This is an optimization exercise on Yosys and OpenROAD, whose aim is small area and a short achievable clock period, not a production implementation. The RTL was checked by simulation tests, not by an equivalence proof against the original design. Power is estimated from default activity; no workload was simulated.

Setup of run A:
==> flow/design.v (excerpt) <==
module CIRCUIT7(a, b, c, d, zero, Clk, Rst, z);
    input Clk, Rst;
    input [31:0] a, b, c, d, zero;
    output [31:0] z;
    wire [31:0] e, f, g, fr, zwire;
    wire gEQz;
    DIV div1(a, b, e, g);      
    DIV div2(c, d, f, fr);     
    COMP #(32) comp1(g, zero, gEQz);
    MUX2x1 #(32) mux1(f, e, gEQz, zwire);
    REG #(32) reg1(zwire, Clk, Rst, z);
endmodule
clock: 260.0 ns
lec_check: 0
abc_area: 1
cap_margin: 20
core_margin: 2
core_utilization: 50
cts_cluster_diameter: 25
cts_cluster_size: 4
slew_margin: 20
setup_slack_margin: 120
standard.sh (not shown) runs the stock make flow with config.mk's settings and CLKGATE_MAP_FILE= SYNTH_SCRIPT=/design/flow/synth_recipe.tcl, a recipe that flattens the netlist after the stock synthesis.
==> flow/flow/run.sh <==
#!/bin/bash
# Standard layout, with timing repair aiming for extra setup slack so that
# the resizer works on the critical paths although the clock is met.
set -e
cd "$(dirname "$0")/.."
echo "export SETUP_SLACK_MARGIN = 120" >> config.mk
bash standard.sh > standard.log 2>&1
Run A: no failed stages, no open violations at the end
Setup changes, run A to run B
# run A
export LEC_CHECK = 0
export ABC_AREA = 1
export CAP_MARGIN = 20
export CORE_MARGIN = 2
export CORE_UTILIZATION = 50
export CTS_CLUSTER_DIAMETER = 25
export CTS_CLUSTER_SIZE = 4
export SLEW_MARGIN = 20
export SETUP_SLACK_MARGIN = 120
create_clock -name core_clock -period 260.0 [get_ports {Clk}]
# run B
export LEC_CHECK = 0
export CAP_MARGIN = 20
export CORE_MARGIN = 2
export CORE_UTILIZATION = 50
export CTS_CLUSTER_DIAMETER = 25
export CTS_CLUSTER_SIZE = 4
export SLEW_MARGIN = 20
export SETUP_SLACK_MARGIN = 110
export SKIP_PIN_SWAP = 1
create_clock -name core_clock -period 260.0 [get_ports {Clk}]
==> flow/flow/run.sh <==
#!/bin/bash
# Standard layout (the standard.sh), with timing repair aiming for extra
# setup slack so that the resizer works on the critical paths although the
# clock is met. Pin swapping is left out of the repair moves.
set -e
cd "$(dirname "$0")/.."
cat >> config.mk <<'EOC'
export SETUP_SLACK_MARGIN = 110
export SKIP_PIN_SWAP = 1
EOC
bash standard.sh > standard.log 2>&1
==> comparison <==
Per the comparison of run B with run A, met2 track demand over resource in global routing rose by 9.4 points, clock-pin slew of the registers on the worst-case setup and hold paths neither gained nor lost much, fraction of power consumed by sequential logic decreased 0.4 points. Run B vs run A, routed metal-1 wirelength went up by 37%. From run A to run B the numbers moved as follows: critical path depth saw a decrease, design area rose about 3.2%, count of inverters other than clock inverters in the layout has decreased.
Edits applied to the flow inputs when going from run B to run C:
# run B
export LEC_CHECK = 0
export CAP_MARGIN = 20
export CORE_MARGIN = 2
export CORE_UTILIZATION = 50
export CTS_CLUSTER_DIAMETER = 25
export CTS_CLUSTER_SIZE = 4
export SLEW_MARGIN = 20
export SETUP_SLACK_MARGIN = 110
export SKIP_PIN_SWAP = 1
create_clock -name core_clock -period 260.0 [get_ports {Clk}]
# run C
export LEC_CHECK = 0
export ABC_AREA = 1
export CAP_MARGIN = 20
export CORE_MARGIN = 2
export CORE_UTILIZATION = 50
export CTS_CLUSTER_DIAMETER = 25
export CTS_CLUSTER_SIZE = 4
export SLEW_MARGIN = 20
export SETUP_SLACK_MARGIN = 110
create_clock -name core_clock -period 260.0 [get_ports {Clk}]
==> flow/flow/run.sh <==
#!/bin/bash
# Standard layout, with timing repair aiming for extra setup slack so that
# the resizer works on the critical paths although the clock is met.
set -e
cd "$(dirname "$0")/.."
echo "export SETUP_SLACK_MARGIN = 110" >> config.mk
bash standard.sh > standard.log 2>&1
- Against run B, cell total after placement in run C fell by a little under 10%.
- For maximum operating frequency, run B and run C come out practically identical.
- Clock-buffer cell count: run C vs run B identical
- Compound-cell area share of the yosys netlist in run C vs run B: down 15 points
- Taking run B as the reference, in run C clock-pin slew on the worst setup and hold paths comparable, area share of and/or/nand/nor cells after synthesis now larger.
- Cmp run C vs run B: final worst slack lower in run C
- Taking run C over run B, the number of tap cells inserted ratio works out to 0.891.

==> static timing again, ports no longer ideal <==
The results above use ideal ports. As a check the final layouts listed here were re-extracted and re-timed, cells and wires unchanged.
Step 1: set_driving_cell puts a clkbuf_16 on Clk and a buf_2 on each other input, an assumption about the parent block.
Step 2 adds t to the input delays and takes it off the output delays; t is the mean of the earliest and latest rising clock arrival at the registers after step 1. Input paths then give back, and output paths get back, about the clock's delay inside the block.
a / b / c = no drivers / after step 1 / after step 2; a / b = the first two.
run | t (ns) | setup WS [ns] | worst setup path after step 2 | clock arrival spread, ns | slew at the worst register clock pin (ns)
run A | 0.356 | 121.010 / 121.034 / 120.677 | input to register | 0.009 / 0.009 | 0.07 / 0.07
run B | 0.375 | 117.000 / 117.037 / 116.662 | input to register | 0.012 / 0.012 | 0.07 / 0.07
run C | 0.354 | 116.725 / 116.754 / 116.399 | input to register | 0.009 / 0.009 | 0.07 / 0.07
After both steps every run listed still meets setup and hold. For run B, which loses most, drivers alone change the setup slack by +0.037 ns; drivers and shift together by -0.338 ns.
